Source: an optimization exercise on an open RTL-to-GDS flow (aim: small area, a short achievable clock period and few clock cycles). Production flows keep margins and buffers that such runs may drop.
Where RTL was checked, it was by simulation tests only, not by an equivalence proof against the original.
For run 1, only the layout was checked, not whether the RTL still works.

==> flow/design.v (outline; a module is shown in full before it is edited, if it fits) <==
// module ieee754multiplier: 1640 lines
// module fpmul_fa: 4 lines
// module fpmul_ha: 4 lines
module ieee754multiplier (
    input logic clk, rst_n,
    input logic [31:0] a_i,
    input logic [31:0] b_i,
    input logic start_i,
    output logic done_o,
    output logic nan_o,
    output logic inifinit_o,
    output logic overflow_o,
    output logic underflow_o,
    output logic [31:0] product_o
);
  // ...
==> flow/flow/run.sh <==
#!/bin/bash
# The standard layout (the standard.sh: the standard synthesis and the
# ORFS steps to finish), except that the port buffers that global placement
# inserts are buf_2 cells instead of the tool's default pick.
set -euo pipefail
export BUFFER_PORTS_ARGS="-buffer_cell sky130_fd_sc_hd__buf_2"
bash standard.sh > standard.log 2>&1
==> flow/standard.sh <==
#!/bin/bash
# synth_recipe.tcl (not shown) runs the flow's synth.tcl, then flattens the netlist and writes it again
# the make line also repeats each setting of config.mk as NAME=value (left out here)
make -C /OpenROAD-flow-scripts/flow DESIGN_CONFIG=/design/flow/config.mk WORK_HOME=/design/flow/orfs CLKGATE_MAP_FILE= SYNTH_SCRIPT=/design/flow/synth_recipe.tcl "${@:-finish}"
==> flow/config.mk <==
export PLATFORM = sky130hd
export DESIGN_NAME = ieee754multiplier
export DESIGN_NICKNAME = ieee754multiplier
export VERILOG_FILES = /design/flow/design.v
export SDC_FILE = /design/flow/constraint.sdc
export NUM_CORES = 4
export LEC_CHECK = 0
export ABC_AREA = 1
export CAP_MARGIN = 20
export CORE_MARGIN = 2
export CORE_UTILIZATION = 50
export SETUP_SLACK_MARGIN = 1
export SLEW_MARGIN = 20
export SYNTH_HIERARCHICAL = 1
==> flow/constraint.sdc <==
create_clock -name core_clock -period 9.0 [get_ports {clk}]
set_input_delay 1.8000 -clock core_clock [delete_from_list [all_inputs] [get_ports {clk}]]
set_output_delay 1.8000 -clock core_clock [all_outputs]
set_load 0.01 [all_outputs]
==> metrics.md, run 1 <==
| Metric | Value |
|---|---|
| Fin crit share | `0.862` |
| Max Fclk | `129 MHz` |
| Largest area contributor in the netlist | `fa_1` |
| Post-synthesis adder-cell area fraction | `0.418` |
| Diode count | `0` |
| WL met3 | `4.45 mm` |
| Total gr overflow | `0` |
| Final setup TNS | `0 ns` |
| Reg with most FFs | `product_o` |
| DRC Markers | `0` |
| Die Wd | `178 microns` |
| PostCTS Resize Cnt | `28` |
| Starting Density | `0.508` |
| Clock buffer count | `6` |
| Tapcell count | `390` |
| Seq/Total Area, Yosys | `0.0495` |
| Non-clk buf share | `0.0895` |
| Die area | `0.0315 sq mm` |
| Vias in the first global route | `14000` |
| Clock-pin transition on the worst setup and hold timing paths | `0.06 ns` |
| Grt met2 use | `0.520` |
| M1 wire length | `21.6 mm` |
| ClkCell Share | `0.0102` |
| Post-synthesis xor/xnor area fraction | `0.166` |
| Largest net degree at the start of global routing | `28` |
| Worst endpoint required time | `9.22 ns` |
| Status | `no timing/DRC/antenna violations` |
==> inputs of run 2 (changes only) <==
--- a/flow/design.v
+++ b/flow/design.v
@@ -1585,19 +1585,19 @@
 fpmul_fa u_s884 (.a(c876), .b(s882), .c(c878), .s(s884), .co(c885));
 fpmul_fa u_s886 (.a(a_i[20]), .b(a_i[21]), .c(ns286), .s(s886), .co(c887));
 fpmul_fa u_s888 (.a(pp310), .b(c883), .c(s886), .s(s888), .co(c889));
 assign ci890 = ~a_i[22];
 fpmul_fa u_s891 (.a(ci890), .b(pp311), .c(c887), .s(s891), .co(c892));
 assign ci893 = ~a_i[22];
 assign rx = {ci893, c889, c885, c880, c874, c867, c859, c850, c840, c829, c817, c804, c790, c775, c759, c742, c724, c705, c685, c664, c642, c619, c596, c574, c552, c531, c511, c491, s488, c455, c439, c423, c409, c395, s392, c371, c361, s358, s348, c335, s332, s326, s320, s316, c313, pp3, pp2, neg0};
 assign ry = {c892, s891, s888, s884, s879, s873, s866, s858, s849, s839, s828, s816, s803, s789, s774, s758, s741, s723, s704, s684, s663, s641, s618, s595, s573, s551, s530, s510, s490, s472, s454, s438, s422, s408, s394, s382, s370, s360, s350, s342, s334, s328, s322, s318, s314, s312, 1'b0, pp1};
-logic [20:0] mlo;
-assign mlo = {1'b0, rx[19:0]} + {1'b0, ry[19:0]};
-assign m = {rx[47:20] + ry[47:20] + {27'd0, mlo[20]}, mlo[19:0]};
+logic [16:0] mlo;
+assign mlo = {1'b0, rx[15:0]} + {1'b0, ry[15:0]};
+assign m = {rx[47:16] + ry[47:16] + {31'd0, mlo[16]}, mlo[15:0]};
 assign sign = a_i[31] ^ b_i[31];
 assign zero = (a_i[22:0] == 23'd0) || (b_i[22:0] == 23'd0);
 assign esum = {2'b00, a_i[30:23]} + {2'b00, b_i[30:23]};
 assign e0   = esum - 10'd127;
 assign e1   = esum - 10'd126;
 logic        nan0, ovf0, unf0, keep0, sgn0;
 logic [7:0]  exp0;
 assign nan0  = !zero && e0[7:0] == 8'hFF;
--- a/flow/config.mk
+++ b/flow/config.mk
@@ -4,11 +4,11 @@
 export VERILOG_FILES = /design/flow/design.v
 export SDC_FILE = /design/flow/constraint.sdc
 export NUM_CORES = 4
 export LEC_CHECK = 0
 export ABC_AREA = 1
 export CAP_MARGIN = 20
 export CORE_MARGIN = 2
 export CORE_UTILIZATION = 50
-export SETUP_SLACK_MARGIN = 1
+export SETUP_SLACK_MARGIN = 0.75
 export SLEW_MARGIN = 20
 export SYNTH_HIERARCHICAL = 1
==> metrics.md, run 2 <==
| Metric | Value |
|---|---|
| Syn avg cell area | `8.05 sq um` |
| DRT antenna net count | `0` |
| DRC Markers | `0 (unchanged)` |
| DR iter-0 viols | `~1600` |
| Worst-margin pin slew | `0.800 ns` |
| Routed WL | `53.5 mm` |
| Post-place setup slack | `0.301 ns` |
| WP buf/inv | `3` |
| Fraction of registers with async set/reset | `0.0270` |
| Most common cell in the netlist | `nand2_1` |
| Port Buffers | `103` |
| Starting Density | `0.509 (+0.000812)` |
| Num CTS Buffers | `5` |
| Crit Path Class | `in2reg` |
| Status | `no timing/DRC/antenna violations` |
| Root Driver | `clkbuf_16` |
| Via total after detailed routing | `14500` |
| Worst Slack Setup Final | `a little over 1 ns` |
| Worst min path class | `in2async` |
| Die area | `0.0326 sq mm (+3.3%)` |
| Top-Level Pins | `104` |
| CTS tree | `yes` |
| Top post-synthesis cells by area | `fa_1, xor2_1, o22ai_1, nand2_1, ha_1` |
| Mapped Nets | `2347` |
| Top FF cell, synth | `dfxtp_1` |
| Number of flops mapped to enable cells by yosys | `0` |
| Arrival time worst endpoint | `8.21 ns` |
| Setup crit start kind | `primary input` |
| Syn. warnings | `7` |
| Drt pass-1 iters | `5` |
| Largest area contributor in the netlist | `fa_1` |
| Crit path time final | `around 8 ns` |
| Max-Cap Viols | `0` |
| Postcts setup bufs | `0` |
| Clock-pin transition on the worst setup and hold timing paths | `0.05 ns (about the same)` |
| Top delay family on crit path | `adder cells` |
| Yosys top cell area share | `0.339` |
| Top cell by count, worst path | `nand2_1` |
| Crit-path max cell delay | `around 0.55 ns` |
| Most frequent cells in the layout | `nand2_1, xor2_1, fa_1, o22ai_1, inv_1` |
| Setup violators final | `0` |
| Slew Limit Fails | `0` |
| First-pass GRT wire length | `84.1 mm` |
| Worst endpoint required time | `9.22 ns (about the same)` |
| Final setup TNS | `0 ns (unchanged)` |
| Post-layout nets | `2383` |
| Routability-driven placement congestion ratio | `0.996` |
| Hold buffers post-CTS | `0` |
| Most common cell after layout, fill and taps aside | `nand2_1` |
| Worst-case clock buffer depth | `2` |
| Final Hold Viols | `0` |
| Routed WL per cell | `22.6 microns` |
| Worst slew margin | `0.453` |
| Crit-path slowest cell | `fa_1` |
| Fin crit share | `0.887 (+0.0257)` |
| Final HPWL DP | `about 42 mm` |
| Worst Hold Slack | `1.28 ns` |
| Initial antenna violation count | `2` |
| Yosys reg bits | `37` |
| Clock Sinks | `37` |
| Cell area after synthesis | `0.0156 sq mm` |
| Max Fclk | `125 MHz (-2.9%)` |
| Core area | `around 0.031 sq mm` |
| GRT Resource Usage Total | `0.331` |
| Fraction of layout cells with a size suffix above 1 | `0.132` |
| RSZ-0062 raised after global routing | `no` |
| Die Wd | `180 microns (+1.6%)` |
| Unique masters post-synth | `47` |
| Site row count | `64` |
| Largest net degree at the start of global routing | `40 (+43%)` |
| Vias in the first global route | `14900 (+6.3%)` |
| H-tree depth | `2` |
| Layout overhead on the synthesized area | `8.08%` |
| Total gr overflow | `0 (unchanged)` |
| Chip height | `approximately 180 microns` |
| DR vias/cell | `between 6 and 7` |
| Crit-path max FO | `15` |
| Reg with most FFs | `product_o` |
| Commonest cells in the synthesized netlist | `nand2_1, xor2_1, fa_1` |
| Mapped Cells | `approximately 1900` |
| Crit end category | `flip-flop` |
| Seq/Total Area, Yosys | `0.0479 (-0.00162)` |
| Max reg flops | `32` |
run 2: modules after synthesis (local to each module, per instance):
| module | cells inside | flip-flops and latches | times used | cell area [sq um] |
|---|---|---|---|---|
| fpmul_ha | 1 | 0 | 21 | 12.5 |
| ieee754multiplier | 1651 | 37 | 1 | 10000 |
| fpmul_fa | 1 | 0 | 263 | 20.0 |
run 2: metrics by stage:
| step | util | area (sq um) | cells |
|---|---|---|---|
| 2_1_floorplan | - | 15600 | 1935 |
| 5_1_grt | 0.550 | 16800 | 2368 |
| 6_report | 0.550 | 16800 | 2369 |
| 3_3_place_gp | 0.540 | 16500 | 2360 |
| 4_1_cts | 0.545 | 16700 | 2368 |
| 3_5_place_dp | 0.540 | 16500 | 2360 |
run 2: cells by family (layout without fill, tap and decap cells):
logic type | count (synthesis) | after routing | synth area share
AO/OA/AOI/OAI | 437 | 437 | 0.168
AND/OR/NAND/NOR | 510 | 510 | 0.137
flip-flops | 37 | 37 | 0.0479
buffers and inverters | 321 | 358 | 0.0798
adder cells (fa/ha/maj) | 345 | 345 | 0.405
XOR/XNOR | 285 | 285 | 0.163
other | 0 | 1 | 0
run 2: routing by layer:
metal	up-vias	routed length (microns)	global-route usage
met5	-	13	0
met4	2	2310	0.117
met3	135	4230	0.0562
met2	728	23900	0.517
met1	7159	23000	0.463
li1	6509	-	-
run 2: final cells by class:
cell class,count,area [sq um]
Inverter,181,693
Antenna cell,1,2.50
Sequential cell,37,746
Fill cell,2952,13800
Clock buffer,6,129
Tap cell,396,495
Timing Repair Buffer,169,1050
Clock inverter,2,10.0
Multi-Input combinational cell,1577,13700
run 2: how the worst max path moves through the flow:
stage / endpoint / depth (start not counted) / from
final: product_o[30] / 29 / b_i[1]
after global routing: product_o[29] / 30 / b_i[13]
after CTS: product_o[27] / 29 / b_i[7]
after detailed placement: product_o[27] / 27 / b_i[11]
after global placement: product_o[27] / 29 / b_i[11]
after floorplan: product_o[27] / 29 / b_i[7]
run 2: timing repair:
| item | CTS | global route |
|---|---|---|
| pin swaps | 0 | 2 |
| gates resized for setup | 8 | 43 |
| endpoints found under the setup margin | 11 | 22 |
Testbench counts of run 2, summed over its fixed seeds: cycles 3,208.
==> inputs of run 3 (changes only) <==
--- a/flow/config.mk
+++ b/flow/config.mk
@@ -9,6 +9,6 @@
 export CAP_MARGIN = 20
 export CORE_MARGIN = 2
 export CORE_UTILIZATION = 50
-export SETUP_SLACK_MARGIN = 0.75
+export SETUP_SLACK_MARGIN = 1.25
 export SLEW_MARGIN = 20
 export SYNTH_HIERARCHICAL = 1
==> metrics.md, run 3 <==
| Metric | Value |
|---|---|
| Die Wd | `180 microns (unchanged)` |
| Routability-driven placement congestion ratio | `0.996 (unchanged)` |
| Post-layout nets | `2412 (+1.2%)` |
| Top-Level Pins | `104 (unchanged)` |
| Mapped Cells | `1935 (unchanged)` |
| Crit-path slowest cell | `fa_1` |
| Setup crit start kind | `primary input` |
| Worst slew margin | `0.409 (-0.0443)` |
| Fraction of registers with async set/reset | `0.0270 (unchanged)` |
| Top FF cell, synth | `dfxtp_1` |
| Placed instance count | `2360 (unchanged)` |
| Final HPWL DP | `41.9 mm (unchanged)` |
| H-tree depth | `2 (unchanged)` |
| Port Buffers | `103 (unchanged)` |
| Top cell by count, worst path | `fa_1` |
| Root Driver | `clkbuf_16` |
| Starting Density | `0.509 (unchanged)` |
| Most common cell after layout, fill and taps aside | `nand2_1` |
| Worst Hold Slack | `1.28 ns (+0.000440 ns)` |
| Unique masters post-synth | `47 (unchanged)` |
| Slew Limit Fails | `0 (unchanged)` |
| Area of the multi-input gates | `0.0142 sq mm (+4.0%)` |
| Core area | `0.0306 sq mm (unchanged)` |
| Max-Cap Viols | `0 (unchanged)` |
| Arrival time worst endpoint | `7.79 ns (-0.42 ns)` |
| Fin crit share | `0.841 (-0.0463)` |
| Max Fclk | `132 MHz (+5.5%)` |
| Worst endpoint required time | `9.22 ns (about the same)` |
| Crit Path Class | `in2reg` |
| Commonest cells in the synthesized netlist | `nand2_1, xor2_1, fa_1` |
| Worst-case clock buffer depth | `2 (unchanged)` |
| Mapped Nets | `2347 (unchanged)` |
| Worst-margin pin slew | `0.864 ns (+0.0647 ns)` |
| Syn avg cell area | `8.05 sq um (unchanged)` |
| Yosys reg bits | `37 (unchanged)` |
| Routed WL per cell | `22.9 microns (+1.4%)` |
| Via total after detailed routing | `14800 (+1.6%)` |
| DR iter-0 viols | `1564 (+0.51%)` |
| Num CTS Buffers | `5 (unchanged)` |
| Clock-pin transition on the worst setup and hold timing paths | `0.05 ns (about the same)` |
| RSZ-0062 raised after global routing | `no` |
| Register Area | `746 sq um (unchanged)` |
| Largest net degree at the start of global routing | `40 (unchanged)` |
| GRT Resource Usage Total | `0.331 (+0.000958)` |
| Syn. warnings | `7 (unchanged)` |
| Routed WL | `54.9 mm (+2.6%)` |
| Fill cell count | `2865 (-2.9%)` |
| Crit-path max cell delay | `0.64 ns (+0.09 ns)` |
| Vias in the first global route | `14900 (+0.22%)` |
| Clock Sinks | `37 (unchanged)` |
| Max reg flops | `32 (unchanged)` |
| Die area | `0.0326 sq mm (unchanged)` |
| Site row count | `64 (unchanged)` |
| Most frequent cells in the layout | `nand2_1, xor2_1, o22ai_1, fa_1, inv_1` |
| Crit end category | `flip-flop` |
| Setup violators final | `0 (unchanged)` |
| Cell area after synthesis | `0.0156 sq mm (unchanged)` |
| Final setup TNS | `0 ns (unchanged)` |
| Post-Layout Cell Count | `2398 (+1.2%)` |
| Largest area contributor in the netlist | `fa_1` |
| First-pass GRT wire length | `84.4 mm (+0.35%)` |
| Hold buffers post-CTS | `0 (unchanged)` |
| Chip height | `180 microns (unchanged)` |
| Layout overhead on the synthesized area | `14.0%` |
| Crit-path max FO | `8 (-7)` |
| Area post-placement | `0.0165 sq mm (unchanged)` |
| DR vias/cell | `6.16 (+0.39%)` |
| Most common cell in the netlist | `nand2_1` |
| Reg with most FFs | `product_o` |
| Yosys top cell area share | `0.339 (unchanged)` |
| Fraction of layout cells with a size suffix above 1 | `0.190 (+0.0576)` |
| Status | `no timing/DRC/antenna violations` |
| DRT antenna net count | `0 (unchanged)` |
| Final Hold Viols | `0 (unchanged)` |
| Total gr overflow | `0 (unchanged)` |
| Crit path time final | `7.57 ns (-0.417 ns)` |
| DRC Markers | `0 (unchanged)` |
| Initial antenna violation count | `2 (unchanged)` |
| Number of flops mapped to enable cells by yosys | `0 (unchanged)` |
| Seq/Total Area, Yosys | `0.0479 (unchanged)` |
| CTS tree | `yes` |
| Top post-synthesis cells by area | `fa_1, xor2_1, o22ai_1, nand2_1, ha_1` |
| Drt pass-1 iters | `8 (+3)` |
| Worst min path class | `in2async` |
| Design area | `0.0177 sq mm (+5.5%)` |
run 3: cell families after synthesis:
group / synth area share
compound gates: 0.168
xor+xnor: 0.163
flops: 0.0479
fa+ha+maj: 0.405
simple gates: 0.137
buf+inv: 0.0798
run 3: what timing repair did:
action | in CTS | in global routing
cloned | 1 | 3
pin swaps | 4 | 38
setup buffers | 2 | 23
resized for setup | 42 | 161
endpoints found under the setup margin | 36 | 36
run 3: per-module statistics from Yosys (local to each module, per instance):
module	times used	flip-flops and latches	cells inside
ieee754multiplier	1	37	1651
fpmul_fa	263	0	1
fpmul_ha	21	0	1
run 3: stage by stage:
stage,setup WS [ns],util
2_1_floorplan,1.52,-
3_3_place_gp,0.384,0.540
3_5_place_dp,0.301,0.540
4_1_cts,1.25,0.550
5_1_grt,1.21,0.580
6_report,1.43,0.580
run 3: metal layers:
layer  GRT usage  vias to the layer above  part of all wire
li1            -                     6553                 -
met1       0.462                     7289              0.42
met2       0.522                      786              0.45
met3      0.0574                      138             0.086
met4       0.114                        2             0.040
met5           0                        -           0.00024
run 3: layout make-up:
type                       count  share of cell area
antenna                        1            0.000141
timing repair buffer         196              0.0779
clock inverter                 2            0.000564
clock buffer                   6             0.00726
tap                          396              0.0279
timing repair inverter         1            0.000423
sequential                    37              0.0420
multi-input combinational   1578               0.803
inverter                     181              0.0408
run 3: path summary, 6_finish.rpt:
kind                                 end  depth (start not counted)    start
worst min-delay path              done_o                          1    rst_n
worst max-delay path       product_o[27]                         26  b_i[22]
min in group core_clock           done_o                          1  start_i
max in group asynchronous         done_o                          1    rst_n
run 3: critical path, delay by kind of cell:
| kind | cells | cell delay (ns) |
|---|---|---|
| fa+ha+maj | 7 | 3.34 |
| xor+xnor | 1 | 0.22 |
| buf+inv | 4 | 0.53 |
| compound gates | 6 | 1.00 |
| simple gates | 8 | 0.89 |
==> inputs of run 4 (changes only) <==
--- a/flow/config.mk
+++ b/flow/config.mk
@@ -9,6 +9,6 @@
 export CAP_MARGIN = 20
 export CORE_MARGIN = 2
 export CORE_UTILIZATION = 50
-export SETUP_SLACK_MARGIN = 1.25
+export SETUP_SLACK_MARGIN = 1
 export SLEW_MARGIN = 20
 export SYNTH_HIERARCHICAL = 1
==> metrics.md, run 4 <==
| Metric | Value |
|---|---|
| Status | `no timing/DRC/antenna violations` |
| Max-Cap Viols | `0 (unchanged)` |
| Layout overhead on the synthesized area | `9.44%` |
| Mapped Nets | `2347 (unchanged)` |
| Area of the multi-input gates | `0.0138 sq mm (-2.9%)` |
| Post-synthesis mux area share | `0 (unchanged)` |
| GRT Resource Usage Total | `0.330 (-0.00109)` |
| Core area | `0.0306 sq mm (unchanged)` |
| Simple-gate portion of the synthesized area | `0.137 (unchanged)` |
| Placed instance count | `2360 (unchanged)` |
| H-tree depth | `2 (unchanged)` |
| Worst endpoint required time | `9.22 ns (about the same)` |
| CTS tree | `yes` |
| Hold buffers post-CTS | `0 (unchanged)` |
| Post-layout nets | `2388 (-1.0%)` |
| Total gr overflow | `0 (unchanged)` |
| RSZ-0062 raised after global routing | `yes` |
| Clock Sinks | `37 (unchanged)` |
| Largest area contributor in the netlist | `fa_1` |
| Post-synthesis adder-cell area fraction | `0.405 (unchanged)` |
| Unique masters post-synth | `47 (unchanged)` |
| Crit Path Class | `in2reg` |
| Top post-synthesis cells by area | `fa_1, xor2_1, o22ai_1, nand2_1, ha_1` |
| Post-place setup slack | `0.301 ns (unchanged)` |
| Register Area | `746 sq um (unchanged)` |
| Routability-driven placement congestion ratio | `0.996 (unchanged)` |
| Synth Area in Compound Gates | `0.168 (unchanged)` |
| Chip height | `180 microns (unchanged)` |
| Fraction of layout cells with a size suffix above 1 | `0.147 (-0.0432)` |
| Setup violators final | `0 (unchanged)` |
| Reg with most FFs | `product_o` |
| Final Hold Viols | `0 (unchanged)` |
| Die area | `0.0326 sq mm (unchanged)` |
| Post-Layout Cell Count | `2374 (-1.0%)` |
| Final setup TNS | `0 ns (unchanged)` |
| Syn. warnings | `7 (unchanged)` |
| Routed WL per cell | `22.8 microns (-0.46%)` |
| Worst slew margin | `0.402 (-0.00719)` |
| Die Wd | `180 microns (unchanged)` |
| Site row count | `64 (unchanged)` |
| Clock-pin transition on the worst setup and hold timing paths | `0.05 ns (about the same)` |
| Fill cell count | `2923 (+2.0%)` |
| Number of flops mapped to enable cells by yosys | `0 (unchanged)` |
| Top FF cell, synth | `dfxtp_1` |
| Slew Limit Fails | `0 (unchanged)` |
| Root Driver | `clkbuf_16` |
| Largest net degree at the start of global routing | `40 (unchanged)` |
| Worst Slack Setup Final | `1.27 ns (-0.163 ns)` |
| Most frequent cells in the layout | `nand2_1, xor2_1, o22ai_1, fa_1, inv_1` |
| Most common cell in the netlist | `nand2_1` |
| First-pass GRT wire length | `84.1 mm (-0.34%)` |
| Yosys top cell area share | `0.339 (unchanged)` |
| Num CTS Buffers | `5 (unchanged)` |
| Crit path time final | `7.73 ns (+0.163 ns)` |
| Seq/Total Area, Yosys | `0.0479 (unchanged)` |
| DRT antenna net count | `0 (unchanged)` |
| Drt pass-1 iters | `6 (-2)` |
| Yosys reg bits | `37 (unchanged)` |
| Vias in the first global route | `14900 (-0.23%)` |
| Starting Density | `0.509 (unchanged)` |
| Routed WL | `54.1 mm (-1.5%)` |
| DRC Markers | `0 (unchanged)` |
| Via total after detailed routing | `14600 (-1.2%)` |
| Port Buffers | `103 (unchanged)` |
| Mapped Cells | `1935 (unchanged)` |
| DR iter-0 viols | `1593 (+1.9%)` |
| Main combinational cell family by area after synthesis | `adder cells` |
| Fin crit share | `0.859 (+0.0182)` |
| CP Launch Point | `b_i[9]` |
| Syn avg cell area | `8.05 sq um (unchanged)` |
| Worst min path class | `in2async` |
| Cell area after synthesis | `0.0156 sq mm (unchanged)` |
| Final HPWL DP | `41.9 mm (unchanged)` |
| Top-Level Pins | `104 (unchanged)` |
| Worst-case clock buffer depth | `2 (unchanged)` |
| Setup crit start kind | `primary input` |
| Post-synthesis xor/xnor area fraction | `0.163 (unchanged)` |
| Initial antenna violation count | `2 (unchanged)` |
| Max reg flops | `32 (unchanged)` |
| Max Fclk | `129 MHz (-2.1%)` |
| Fraction of registers with async set/reset | `0.0270 (unchanged)` |
| Crit-path max FO | `13 (+5)` |
| Crit end category | `flip-flop` |
| Arrival time worst endpoint | `7.95 ns (+0.16 ns)` |
| DR vias/cell | `6.15 (-0.17%)` |
| Worst-margin pin slew | `0.875 ns (+0.0105 ns)` |
| Most common cell after layout, fill and taps aside | `nand2_1` |
| Commonest cells in the synthesized netlist | `nand2_1, xor2_1, fa_1` |
[run 4: cell type report]
cell class | instances | area share
timing repair buffer | 173 | 0.0656
clock buffer | 6 | 0.00756
inverter | 181 | 0.0411
sequential | 37 | 0.0438
timing repair inverter | 1 | 0.000441
tap | 396 | 0.0291
multi-input combinational | 1577 | 0.812
clock inverter | 2 | 0.000588
antenna | 1 | 0.000147
[run 4: kinds of logic (layout without fill, tap and decap cells)]
kind of cell,Yosys count,count (layout)
DFF,37,37
xor gates and xnor gates,285,285
and+or+nand+nor,510,510
buffers and inverters,321,363
other,0,1
adders and majority gates,345,345
AOI/OAI and AO/OA,437,437
[run 4: repair_timing]
| item | CTS | global route |
|---|---|---|
| resized for setup | 16 | 78 |
| cloned | 0 | 2 |
| setup endpoints to repair | 14 | 36 |
| buffers inserted | 0 | 3 |
| pin swaps | 1 | 8 |
[run 4: metal layers]
metal / share of wire / vias to the layer above / global-route usage / wire length [microns]
met5: 0 / - / 0 / 0
met4: 0.037 / 0 / 0.119 / 2000
met3: 0.087 / 110 / 0.0558 / 4680
met2: 0.45 / 757 / 0.516 / 24500
met1: 0.42 / 7214 / 0.463 / 22900
li1: - / 6515 / - / -
[run 4: path summary, 6_finish.rpt]
check                           endpoint  slack (ns)  depth (start not counted)
max in group asynchronous         done_o        7.63                          1
hold / removal                    done_o        1.28                          1
setup / recovery           product_o[30]        1.27                         26
min in group core_clock           done_o        1.63                          1
[run 4: through the flow]
stage | area (sq um) | hold slack, ns | util
after floorplan | 15600 | 1.50 | -
after global placement | 16500 | 1.57 | 0.540
after detailed placement | 16500 | 1.57 | 0.540
after CTS | 16700 | 1.28 | 0.546
after global routing | 17000 | 1.27 | 0.557
final | 17000 | 1.28 | 0.557
[run 4: critical path, stage by stage]
cell and delay (ns):
buf_2 0.25, nand2_1 0.16, nand2_2 0.23, buf_4 0.25, o22ai_1 0.13, xor2_2 0.26
fa_1 0.47, fa_1 0.52, fa_1 0.58, fa_1 0.45, fa_1 0.48, ha_1 0.37
a21oi_2 0.20, o21a_1 0.20, o21ai_0 0.12, a21oi_2 0.22, o21bai_2 0.11, nand2_1 0.10
nand2_1 0.09, xnor2_2 0.20, nand3_1 0.17, nor2_4 0.18, nand3_2 0.13, nand2_4 0.12
nand2_1 0.07, nand2_1 0.06
[run 4: Yosys stat by module (local to each module, per instance)]
module	cells	copies in the design	flops+latches
ieee754multiplier	1651	1	37
fpmul_fa	1	263	0
fpmul_ha	1	21	0
==> inputs of run 5 (changes only) <==
==> flow/flow/run.sh (replaced) <==
#!/bin/bash
# The standard layout (the standard.sh: the standard synthesis and the
# ORFS steps to finish), except that the port buffers that global placement
# inserts are buf_1 cells instead of the tool's default pick.
set -euo pipefail
export BUFFER_PORTS_ARGS="-buffer_cell sky130_fd_sc_hd__buf_1"
bash standard.sh > standard.log 2>&1
==> metrics.md, run 5 <==
| Metric | Value |
|---|---|
| Num CTS Buffers | `5 (unchanged)` |
| Max Fclk | `129 MHz (-0.26%)` |
| Largest net degree at the start of global routing | `29 (-28%)` |
| Worst min path class | `in2async` |
| Number of flops mapped to enable cells by yosys | `0 (unchanged)` |
| Root Driver | `clkbuf_16` |
| Placed instance count | `2354 (-0.25%)` |
| Syn. warnings | `7 (unchanged)` |
| Top-Level Pins | `104 (unchanged)` |
| Arrival time worst endpoint | `7.98 ns (+0.03 ns)` |
| Top post-synthesis cells by area | `fa_1, xor2_1, o22ai_1, nand2_1, ha_1` |
| Most common cell in the netlist | `nand2_1` |
| Most frequent cells in the layout | `nand2_1, xor2_1, fa_1, o22ai_1, inv_1` |
| Worst endpoint required time | `9.22 ns (about the same)` |
| Routed WL | `52.7 mm (-2.7%)` |
| Crit path time final | `7.75 ns (+0.0200 ns)` |
| Die area | `0.0326 sq mm (unchanged)` |
| Post-layout nets | `2387 (-0.042%)` |
| Routed WL per cell | `22.2 microns (-2.6%)` |
| Unique masters post-synth | `47 (unchanged)` |
| Die Wd | `180 microns (unchanged)` |
| Max reg flops | `32 (unchanged)` |
| Final HPWL DP | `40.7 mm (-3.0%)` |
| Design area | `0.0169 sq mm (-1.0%)` |
| Via total after detailed routing | `14600 (+0.075%)` |
| Initial antenna violation count | `1 (-1)` |
| Drt pass-1 iters | `6 (unchanged)` |
| Fin util | `0.551 (-0.00577)` |
| Fill cell count | `2973 (+1.7%)` |
| Core area | `0.0306 sq mm (unchanged)` |
| Routability-driven placement congestion ratio | `0.958 (-3.8%)` |
| Most common cell after layout, fill and taps aside | `nand2_1` |
| Worst Hold Slack | `1.27 ns (-0.0152 ns)` |
| Hold buffers post-CTS | `0 (unchanged)` |
| DRT antenna net count | `0 (unchanged)` |
| Worst-margin pin slew | `0.809 ns (-0.0657 ns)` |
| RSZ-0062 raised after global routing | `no` |
| Status | `no timing/DRC/antenna violations` |
| Crit Path Class | `in2reg` |
| Worst slew margin | `0.460 (+0.0583)` |
| DR iter-0 viols | `1633 (+2.5%)` |
| Reg with most FFs | `product_o` |
| CP Launch Point | `b_i[11]` |
| Starting Density | `0.509 (unchanged)` |
| Final Hold Viols | `0 (unchanged)` |
| First-pass GRT wire length | `82.7 mm (-1.7%)` |
| Crit-path max cell delay | `0.57 ns (about the same)` |
| Layout overhead on the synthesized area | `8.30%` |
| DRC Markers | `0 (unchanged)` |
| Worst-case clock buffer depth | `2 (unchanged)` |
| CTS tree | `yes` |
| Top FF cell, synth | `dfxtp_1` |
| Vias in the first global route | `14700 (-1.1%)` |
| Seq/Total Area, Yosys | `0.0479 (unchanged)` |
| DR vias/cell | `6.16 (+0.16%)` |
| H-tree depth | `2 (unchanged)` |
| Crit end category | `flip-flop` |
| Total gr overflow | `0 (unchanged)` |
| Setup violators final | `0 (unchanged)` |
| Mapped Nets | `2347 (unchanged)` |
| Chip height | `180 microns (unchanged)` |
| Final setup TNS | `0 ns (unchanged)` |
| Yosys top cell area share | `0.339 (unchanged)` |
| Fraction of registers with async set/reset | `0.0270 (unchanged)` |
| Area post-placement | `0.0164 sq mm (-1.0%)` |
| Clock Sinks | `37 (unchanged)` |
| Slew Limit Fails | `0 (unchanged)` |
| Top cell by count, worst path | `nand2_1` |
| GRT Resource Usage Total | `0.321 (-0.00895)` |
| Commonest cells in the synthesized netlist | `nand2_1, xor2_1, fa_1` |
| Crit-path slowest cell | `fa_1` |
| Clock-pin transition on the worst setup and hold timing paths | `0.06 ns (about the same)` |
| Fin crit share | `0.861 (+0.00223)` |
| Port Buffers | `103 (unchanged)` |
| Max-Cap Viols | `0 (unchanged)` |
| Mapped Cells | `1935 (unchanged)` |
| Fraction of layout cells with a size suffix above 1 | `0.0972 (-0.0495)` |
| Post-Layout Cell Count | `2372 (-0.084%)` |
| Cell area after synthesis | `0.0156 sq mm (unchanged)` |
| Syn avg cell area | `8.05 sq um (unchanged)` |
| Crit-path max FO | `15 (+2)` |
| Yosys reg bits | `37 (unchanged)` |
| Diode count | `0 (-1)` |
| Site row count | `64 (unchanged)` |
| Largest area contributor in the netlist | `fa_1` |
| Setup crit start kind | `primary input` |
==> run 5: cell counts after synthesis <==
No cell type changed its count.
==> run 5: layout make-up <==
type                       instances  area, sq um  area share
timing repair buffer             171          952      0.0565
tap                              396          495      0.0294
inverter                         181          696      0.0413
multi-input combinational       1577        13800       0.820
sequential                        37          746      0.0442
clock buffer                       6          129     0.00764
timing repair inverter             2         15.0    0.000891
clock inverter                     2         10.0    0.000594
==> run 5: metrics by stage <==
stage | setup slack, ns
final | 1.25
after global routing | 0.963
after CTS | 1.07
after detailed placement | 0.0662
after global placement | 0.0320
after floorplan | 1.52
==> run 5: critical path: cells and delay by family <==
kind | cells | cell delay, ns
XOR/XNOR | 1 | 0.25
buffers and inverters | 5 | 0.61
adder cells (fa/ha/maj) | 6 | 2.84
AND/OR/NAND/NOR | 16 | 2.13
AO/OA/AOI/OAI | 2 | 0.31
==> run 5: final timing paths <==
check / slack [ns] / to
setup / recovery: 1.25 / product_o[23]
hold / removal: 1.27 / done_o
max in group asynchronous: 7.64 / done_o
min in group core_clock: 1.61 / done_o
==> run 5: what timing repair did <==
item / in CTS / in global routing
setup endpoints to repair: 18 / 33
pin swaps: 0 / 4
gates cloned: 0 / 2
gates resized for setup: 21 / 66
setup buffers: 0 / 8
==> run 5: per-layer routing <==
metal,GRT usage,wire length [microns],vias up
li1,-,-,6513
met1,0.440,21700,7074
met2,0.511,23800,868
met3,0.0614,5020,150
met4,0.112,2050,2
met5,0,11,-
==> run 5: cell families after synthesis <==
kind of cell             synth area share
buffers and inverters              0.0798
XOR/XNOR                            0.163
AO/OA/AOI/OAI                       0.168
adder cells (fa/ha/maj)             0.405
flip-flops                         0.0479
AND/OR/NAND/NOR                     0.137
==> run 5: per-module statistics from Yosys (local to each module, per instance) <==
module / flops+latches / times used / cells inside / cell area, sq um
ieee754multiplier: 37 / 1 / 1651 / 10000
fpmul_fa: 0 / 263 / 1 / 20.0
fpmul_ha: 0 / 21 / 1 / 12.5
==> inputs of run 6 (changes only) <==
--- a/flow/config.mk
+++ b/flow/config.mk
@@ -9,6 +9,7 @@
 export CAP_MARGIN = 20
 export CORE_MARGIN = 2
 export CORE_UTILIZATION = 50
+export PLACE_DENSITY = 0.8
 export SETUP_SLACK_MARGIN = 1
 export SLEW_MARGIN = 20
 export SYNTH_HIERARCHICAL = 1
==> metrics.md, run 6 <==
| Metric | Value |
|---|---|
| Hold buffers post-CTS | `0 (unchanged)` |
| Setup violators final | `0 (unchanged)` |
| Num CTS Buffers | `5 (unchanged)` |
| H-tree depth | `2 (unchanged)` |
| Crit-path slowest cell | `inv_1` |
| Fin crit share | `0.865 (+0.00348)` |
| Largest area contributor in the netlist | `fa_1` |
| Worst endpoint required time | `9.22 ns (about the same)` |
| Cell area after synthesis | `0.0156 sq mm (unchanged)` |
| Fin util | `0.557 (+0.00609)` |
| Area of the multi-input gates | `0.0138 sq mm (unchanged)` |
| CP Launch Point | `a_i[9]` |
| Worst min path class | `in2async` |
| First-pass GRT wire length | `82.7 mm (about the same)` |
| Crit-path max cell delay | `0.67 ns (+0.10 ns)` |
| Status | `no timing/DRC/antenna violations` |
| DR iter-0 viols | `2252 (+38%)` |
| Post-Layout Cell Count | `2389 (+0.72%)` |
| Site row count | `64 (unchanged)` |
| Syn. warnings | `7 (unchanged)` |
| Syn avg cell area | `8.05 sq um (unchanged)` |
| Worst slew margin | `0.412 (-0.0477)` |
| Slew Limit Fails | `0 (unchanged)` |
| Routability-driven placement congestion ratio | `1.00 (+4.6%)` |
| Worst-margin pin slew | `0.881 ns (+0.0715 ns)` |
| Max reg flops | `32 (unchanged)` |
| Clock Sinks | `37 (unchanged)` |
| Vias in the first global route | `15200 (+3.5%)` |
| Setup crit start kind | `primary input` |
| Layout overhead on the synthesized area | `9.50%` |
| Top FF cell, synth | `dfxtp_1` |
| Total gr overflow | `0 (unchanged)` |
| Arrival time worst endpoint | `8.00 ns (+0.02 ns)` |
| Most common cell in the netlist | `nand2_1` |
| Fill cell count | `2832 (-4.7%)` |
| Core area | `0.0306 sq mm (unchanged)` |
| Fraction of registers with async set/reset | `0.0270 (unchanged)` |
| Area post-placement | `0.0164 sq mm (+0.26%)` |
| DRC Markers | `0 (unchanged)` |
| Clock-pin transition on the worst setup and hold timing paths | `0.05 ns (about the same)` |
| Most common cell after layout, fill and taps aside | `nand2_1` |
| Top post-synthesis cells by area | `fa_1, xor2_1, o22ai_1, nand2_1, ha_1` |
| Chip height | `180 microns (unchanged)` |
| Max Fclk | `128 MHz (-0.40%)` |
| Port Buffers | `103 (unchanged)` |
| Fraction of layout cells with a size suffix above 1 | `0.106 (+0.00876)` |
| Root Driver | `clkbuf_16` |
| Commonest cells in the synthesized netlist | `nand2_1, xor2_1, fa_1` |
| Final setup TNS | `0 ns (unchanged)` |
| RSZ-0062 raised after global routing | `no` |
| Via total after detailed routing | `15200 (+3.9%)` |
| Die Wd | `180 microns (unchanged)` |
| Post-layout nets | `2403 (+0.67%)` |
| Crit-path max FO | `18 (+3)` |
| Worst-case clock buffer depth | `2 (unchanged)` |
| Initial antenna violation count | `1 (unchanged)` |
| Placed instance count | `2358 (+0.17%)` |
| Top-Level Pins | `104 (unchanged)` |
| Final Hold Viols | `0 (unchanged)` |
| Crit path time final | `7.78 ns (+0.0314 ns)` |
| Final HPWL DP | `41.0 mm (+0.82%)` |
| Mapped Nets | `2347 (unchanged)` |
| Largest net degree at the start of global routing | `45 (+55%)` |
| Top cell by count, worst path | `nand2_1` |
| DRT antenna net count | `0 (unchanged)` |
| Seq/Total Area, Yosys | `0.0479 (unchanged)` |
| DR vias/cell | `6.35 (+3.2%)` |
| Most frequent cells in the layout | `nand2_1, xor2_1, fa_1, o22ai_1, inv_1` |
| Yosys top cell area share | `0.339 (unchanged)` |
| Drt pass-1 iters | `6 (unchanged)` |
| Unique masters post-synth | `47 (unchanged)` |
| Design area | `0.0170 sq mm (+1.1%)` |
| GRT Resource Usage Total | `0.319 (-0.00232)` |
| Yosys reg bits | `37 (unchanged)` |
| Number of flops mapped to enable cells by yosys | `0 (unchanged)` |
| Crit Path Class | `in2reg` |
| Crit end category | `flip-flop` |
| Die area | `0.0326 sq mm (unchanged)` |
| Register Area | `746 sq um (unchanged)` |
| Starting Density | `0.509 (unchanged)` |
| CTS tree | `yes` |
| Mapped Cells | `1935 (unchanged)` |
| Max-Cap Viols | `0 (unchanged)` |
| Routed WL | `53.7 mm (+2.0%)` |
| Reg with most FFs | `product_o` |
| Routed WL per cell | `22.5 microns (+1.3%)` |
-- run 6: routing by layer --
layer / global-route usage / vias to the layer above / wire [microns]
li1: - / 6534 / -
met1: 0.412 / 7119 / 20300
met2: 0.501 / 1253 / 23600
met3: 0.0695 / 271 / 6510
met4: 0.172 / 0 / 3390
met5: 0 / - / 0
-- run 6: what timing repair did --
action,in CTS,in global routing
setup buffers,0,18
gates resized for setup,12,84
pin swaps,0,4
setup endpoints to repair,28,36
cloned,0,4
-- run 6: worst max-delay path, delay by kind of cell --
kind,cells,cell delay [ns]
AOI/OAI and AO/OA,4,0.75
xor gates and xnor gates,1,0.23
and+or+nand+nor,12,1.24
buffers and inverters,3,1.13
adders and majority gates,6,2.86
-- run 6: cells by family after synthesis --
kind of cell / count (synthesis) / share of synthesized area
xor+xnor: 285 / 0.163
fa+ha+maj: 345 / 0.405
compound gates: 437 / 0.168
flops: 37 / 0.0479
buf+inv: 321 / 0.0798
simple gates: 510 / 0.137
-- run 6: Yosys stat by module (local to each module, per instance) --
module / cells / area, sq um / copies in the design / flops+latches
fpmul_fa: 1 / 20.0 / 263 / 0
fpmul_ha: 1 / 12.5 / 21 / 0
ieee754multiplier: 1651 / 10000 / 1 / 37
-- run 6: cell type report --
| cell class | count | share of cell area |
|---|---|---|
| inverter | 181 | 0.0420 |
| timing repair buffer | 186 | 0.0650 |
| clock buffer | 6 | 0.00756 |
| timing repair inverter | 3 | 0.00132 |
| sequential | 37 | 0.0437 |
| antenna | 1 | 0.000147 |
| clock inverter | 2 | 0.000587 |
| tap | 396 | 0.0291 |
| multi-input combinational | 1577 | 0.811 |
-- run 6: worst paths after layout --
check	to	cells past startpoint
min in group core_clock	done_o	1
max in group asynchronous	done_o	1
max	product_o[26]	26
min	done_o	1
-- run 6: metrics by stage --
step	hold slack, ns	setup WS [ns]
floorplan	1.50	1.52
global placement	1.56	0.502
detailed placement	1.56	0.410
CTS	1.28	1.01
global route	1.28	0.970
finish	1.28	1.22

port drivers added, routing unchanged:
The results above use ideal ports. As a check the final layouts listed here were re-extracted and re-timed, cells and wires unchanged. Step 1 (the two cells are an assumption about what drives the block):
set clk [get_ports {clk}]
set_driving_cell -lib_cell sky130_fd_sc_hd__clkbuf_16 $clk
set_driving_cell -lib_cell sky130_fd_sc_hd__buf_2 [delete_from_list [all_inputs] $clk]
Step 2 times the ports against the registers' clock, not the clock port: input delays grow and output delays shrink by t, the midpoint of the rising clock arrivals with the driver on. Three values: ideal, step 1, step 2; two values: the first two.
| run | t (ns) | setup slack, ns | worst setup path at the end | cell pins on the clock port's net |
|---|---|---|---|---|
| run 1 | 0.321 | 1.244 / 1.217 / 0.896 | input to register | 1 |
| run 2 | 0.315 | 1.013 / 1.001 / 0.686 | input to register | 1 |
| run 3 | 0.315 | 1.430 / 1.377 / 1.063 | input to register | 1 |
| run 4 | 0.313 | 1.267 / 1.208 / 0.895 | input to register | 1 |
| run 5 | 0.309 | 1.247 / 1.186 / 0.877 | input to register | 1 |
| run 6 | 0.302 | 1.215 / 1.165 / 0.863 | input to register | 1 |
After both steps every run listed still meets setup and hold. The setup slack of run 4, which loses most, moves by -0.059 ns with the drivers and by -0.372 ns with both steps.
